Context: an optimization exercise on an open-source flow, tuned for small area and a short achievable clock period. The choices shown serve that exercise and are no tape-out recipe. In this exercise RTL edits were held to simulation tests only and were not proved equivalent to the original. Power figures rest on the tool's default switching activity, not on a simulated workload.

## JK
## rr_arbiter
module rr_arbiter(clk, resetb, ack, request, grant);
	parameter integer WIDTH = 64;
	localparam integer LOGW = 6;
	input clk, resetb, ack;
	input [WIDTH - 1:0] request;
	output [WIDTH - 1:0] grant;
	wire            valid;
	wire [LOGW-1:0] last;
	wire            any;
	wire [LOGW-1:0] idx;
	arbiter arbiter(.req(request), .last(last), .any(any), .idx(idx));
	register #(.LOGW(LOGW)) state(.clk(clk), .rst(resetb), .ack(ack), .any(any), .idx(idx), .valid(valid), .last(last));
	decoder #(.WIDTH(WIDTH), .LOGW(LOGW)) final_decoder(.valid(valid), .in(last), .out(grant));
endmodule
clock: 8.0 ns
lec_check: 0
cap_margin: 20
core_margin: 2
core_utilization: 60
setup_slack_margin: 4.3
slew_margin: 20
standard.sh (not shown) runs the stock make flow with config.mk's settings and CLKGATE_MAP_FILE= SYNTH_SCRIPT=/design/flow/synth_recipe.tcl, a recipe that flattens the netlist after the stock synthesis.
==> flow/flow/run.sh <==
#!/bin/bash
# The standard layout, with the port buffers made as plain buf_1 cells.
set -euo pipefail
export BUFFER_PORTS_ARGS="-buffer_cell sky130_fd_sc_hd__buf_1"
bash standard.sh > standard.log 2>&1
The inputs of MS differ from those of JK as listed below.
# JK
export LEC_CHECK = 0
export CAP_MARGIN = 20
export CORE_MARGIN = 2
export CORE_UTILIZATION = 60
export SETUP_SLACK_MARGIN = 4.3
export SLEW_MARGIN = 20
create_clock -name core_clock -period 8.0 [get_ports {clk}]
# MS
export LEC_CHECK = 0
export CAP_MARGIN = 20
export CORE_MARGIN = 2
export CORE_UTILIZATION = 40
export SETUP_SLACK_MARGIN = 4.3
export SLEW_MARGIN = 20
create_clock -name core_clock -period 8.0 [get_ports {clk}]
==> flow/flow/run.sh <==
#!/bin/bash
# The standard layout, with two changes: the port buffers are plain buf_1
# cells, and the slow OR-type cells (an OR is a NOR plus an inverter in one
# cell, with a weak stacked pull-up) are kept out of synthesis and repair.
set -euo pipefail
slow=""
for c in or3 or3b or4 or4b or4bb o41a; do
  for s in 1 2 4; do slow="$slow sky130_fd_sc_hd__${c}_$s"; done
done
cp config.mk flow_config.mk
echo "export DONT_USE_CELLS += $slow" >> flow_config.mk
sed "s#DESIGN_CONFIG=[^ ]*#DESIGN_CONFIG=$PWD/flow_config.mk#" standard.sh > flow_standard.sh
export BUFFER_PORTS_ARGS="-buffer_cell sky130_fd_sc_hd__buf_1"
bash flow_standard.sh > standard.log 2>&1
- Looking at routability congestion estimate, MS sits 15% lower than JK does.
- MS against JK: post-detailed-placement half-perimeter wirelength rose by about 8%, net total in the final layout climbed 4.

Setup of willow:
Another version of the RTL of rr_arbiter (not shown whole).
Size in the first run: about 7 flip-flops, ~130 I/O pins, about 0.0021 mm2 of cells after synthesis.
export LEC_CHECK = 0
export CAP_MARGIN = 20
export CORE_MARGIN = 2
export CORE_UTILIZATION = 40
export SLEW_MARGIN = 20
create_clock -name core_clock -period 8.0 [get_ports {clk}]
==> flow/flow/run.sh <==
#!/bin/bash
# The standard layout with three changes:
# - Yosys's ABC maps the logic with flow/abc.script (one area-recovering
#   mapping after choice computation) instead of ORFS's speed script; the
#   rest of the synthesis, synth_recipe.tcl included, is unchanged.
# - The slow OR-type cells (a NOR plus an inverter in one cell, with a weak
#   stacked pull-up) are kept out of synthesis and repair.
# - The port buffers are plain buf_1 cells.
set -euo pipefail
here=$PWD
slow=""
for c in or3 or3b or4 or4b or4bb o41a; do
  for s in 1 2 4; do slow="$slow sky130_fd_sc_hd__${c}_$s"; done
done
cp config.mk flow_config.mk
echo "export DONT_USE_CELLS += $slow" >> flow_config.mk
cat > flow_synth.tcl <<EOT
proc abc {args} {
  set i [lsearch -exact \$args -script]
  if {\$i >= 0} { set args [lreplace \$args \$i [expr {\$i + 1}] -script $here/flow/abc.script] }
  yosys abc {*}\$args
}
source $here/synth_recipe.tcl
EOT
sed -e "s#DESIGN_CONFIG=[^ ]*#DESIGN_CONFIG=$here/flow_config.mk#" \
    -e "s#SYNTH_SCRIPT=[^ ]*#SYNTH_SCRIPT=$here/flow_synth.tcl#" standard.sh > flow_standard.sh
export BUFFER_PORTS_ARGS="-buffer_cell sky130_fd_sc_hd__buf_1"
bash flow_standard.sh > standard.log 2>&1
==> flow/flow/abc.script <==
&get -n
&st
&syn2
&dch -f
&nf -a -R 1000
&put
### willow -> pepper
Settings: CTS_BUF_LIST: unset -> sky130_fd_sc_hd__clkbuf_2; SETUP_SLACK_MARGIN: unset -> 4.2; CTS_CLUSTER_SIZE: unset -> 30.
-- flow/flow/run.sh --
<<< willow, line 4
#   mapping after choice computation) instead of ORFS's speed script; the
>>> pepper, line 4
#   mapping after choice computation, then ABC's load-aware buffering and
#   sizing) instead of ORFS's speed script; the
-- flow/flow/abc.script --
<<< willow, line 7
>>> pepper, line 7
buffer -c
topo
stime -c
upsize -c
dnsize -c
Findings:
- pepper finished every step from synthesis to the final layout, and the layout passed the timing, DRC and antenna checks.
- Overall routing resource usage delta for pepper relative to willow: 0.48 points lower
- Transition at the pin with the smallest max-transition slack ends up higher on willow.
- In the reports for pepper and willow, the larger area occupied by multi-input gates belongs to pepper.
- Startpoint of the worst setup timing path = request[56]: willow; startpoint of the worst setup timing path = state.last[4]: pepper
- Non-clock buffer instance count of the final layout in pepper is 1 below willow.
- Area enclosed by the die boundary ended up 470 um2 higher on pepper than on willow.
- Leakage power total on pepper is behind willow.
- Summary of pepper over willow: clock period minus worst slack shows a reduction of 0.69 ns; upper clock frequency limit shows an increase of 44 MHz; wire length shows an increase of 230 um; post-placement worst setup slack shows an increase of 0.39 ns; power shows an increase of 3.2%.
Setup changes, pepper to sierra
Settings: setting PLACE_DENSITY to 0.75 for the first time.
-- flow/flow/run.sh --
<<< pepper, line 4
#   mapping after choice computation, then ABC's load-aware buffering and
#   sizing) instead of ORFS's speed script; the
>>> sierra, line 4
#   mapping after choice computation) instead of ORFS's speed script; the
==> flow/flow/abc.script <==
&get -n
&st
&syn2
&dch -f
&nf -a -R 1000
&put
Results
The endpoint of the most critical setup path comes out state.last[1] in one run and grant[25] in the other, namely in sierra and pepper respectively. Compared with pepper, in sierra fraction of power consumed by sequential logic moved down; stage delay of the slowest cell on the critical path moved down. Both conditions hold for sierra: the flow ran to the end and the final layout passed the timing, DRC and antenna checks. In the tables for pepper and sierra, power share of the clock group reads lower with pepper. Diff pepper -> sierra: tap cell count decreased about 2.8%, multiplexer fraction of the synthesized cell area essentially unchanged, count of vias placed by the detailed router increased about 3.6%, share of total power in combinational logic essentially unchanged. Comparing pepper against sierra, there is no change at all in count of endpoints failing hold in the final timing report.

## afterwards: timing with drivers on the ports
Ports are ideal in the flow. The routed layouts listed here were re-timed in OpenROAD.
Step 1 (the two cells are an assumption about what drives the block):
set clk [get_ports {clk}]
set_driving_cell -lib_cell sky130_fd_sc_hd__clkbuf_16 $clk
set_driving_cell -lib_cell sky130_fd_sc_hd__buf_2 [delete_from_list [all_inputs] $clk]
Step 2 moves the port delays by t, midway between the first and last clock arrival at a register: inputs arrive t later, outputs are due t later. That takes back most of the time a late clock gives input paths.
a / b / c = ideal / step 1 / step 2; a / b = the first two.
run	t, ns	setup slack, ns	hold slack, ns	worst setup path after step 2	slew at the worst register clock pin (ns)
JK	0.259	4.308 / 4.311 / 4.052	0.624 / 0.624 / 0.624	input to register	0.04 / 0.04
MS	0.243	4.397 / 4.394 / 4.151	0.603 / 0.603 / 0.603	input to register	0.04 / 0.04
willow	0.238	3.684 / 3.682 / 3.444	0.588 / 0.588 / 0.588	input to register	0.04 / 0.04
pepper	0.247	4.377 / 4.361 / 4.127	0.607 / 0.607 / 0.607	input to register	0.08 / 0.08
sierra	0.264	4.346 / 4.336 / 4.079	0.597 / 0.597 / 0.597	input to register	0.08 / 0.08
After both steps setup and hold are still met in every run listed. The setup slack of sierra, which loses most, moves by -0.010 ns with the drivers and by -0.267 ns with both steps.
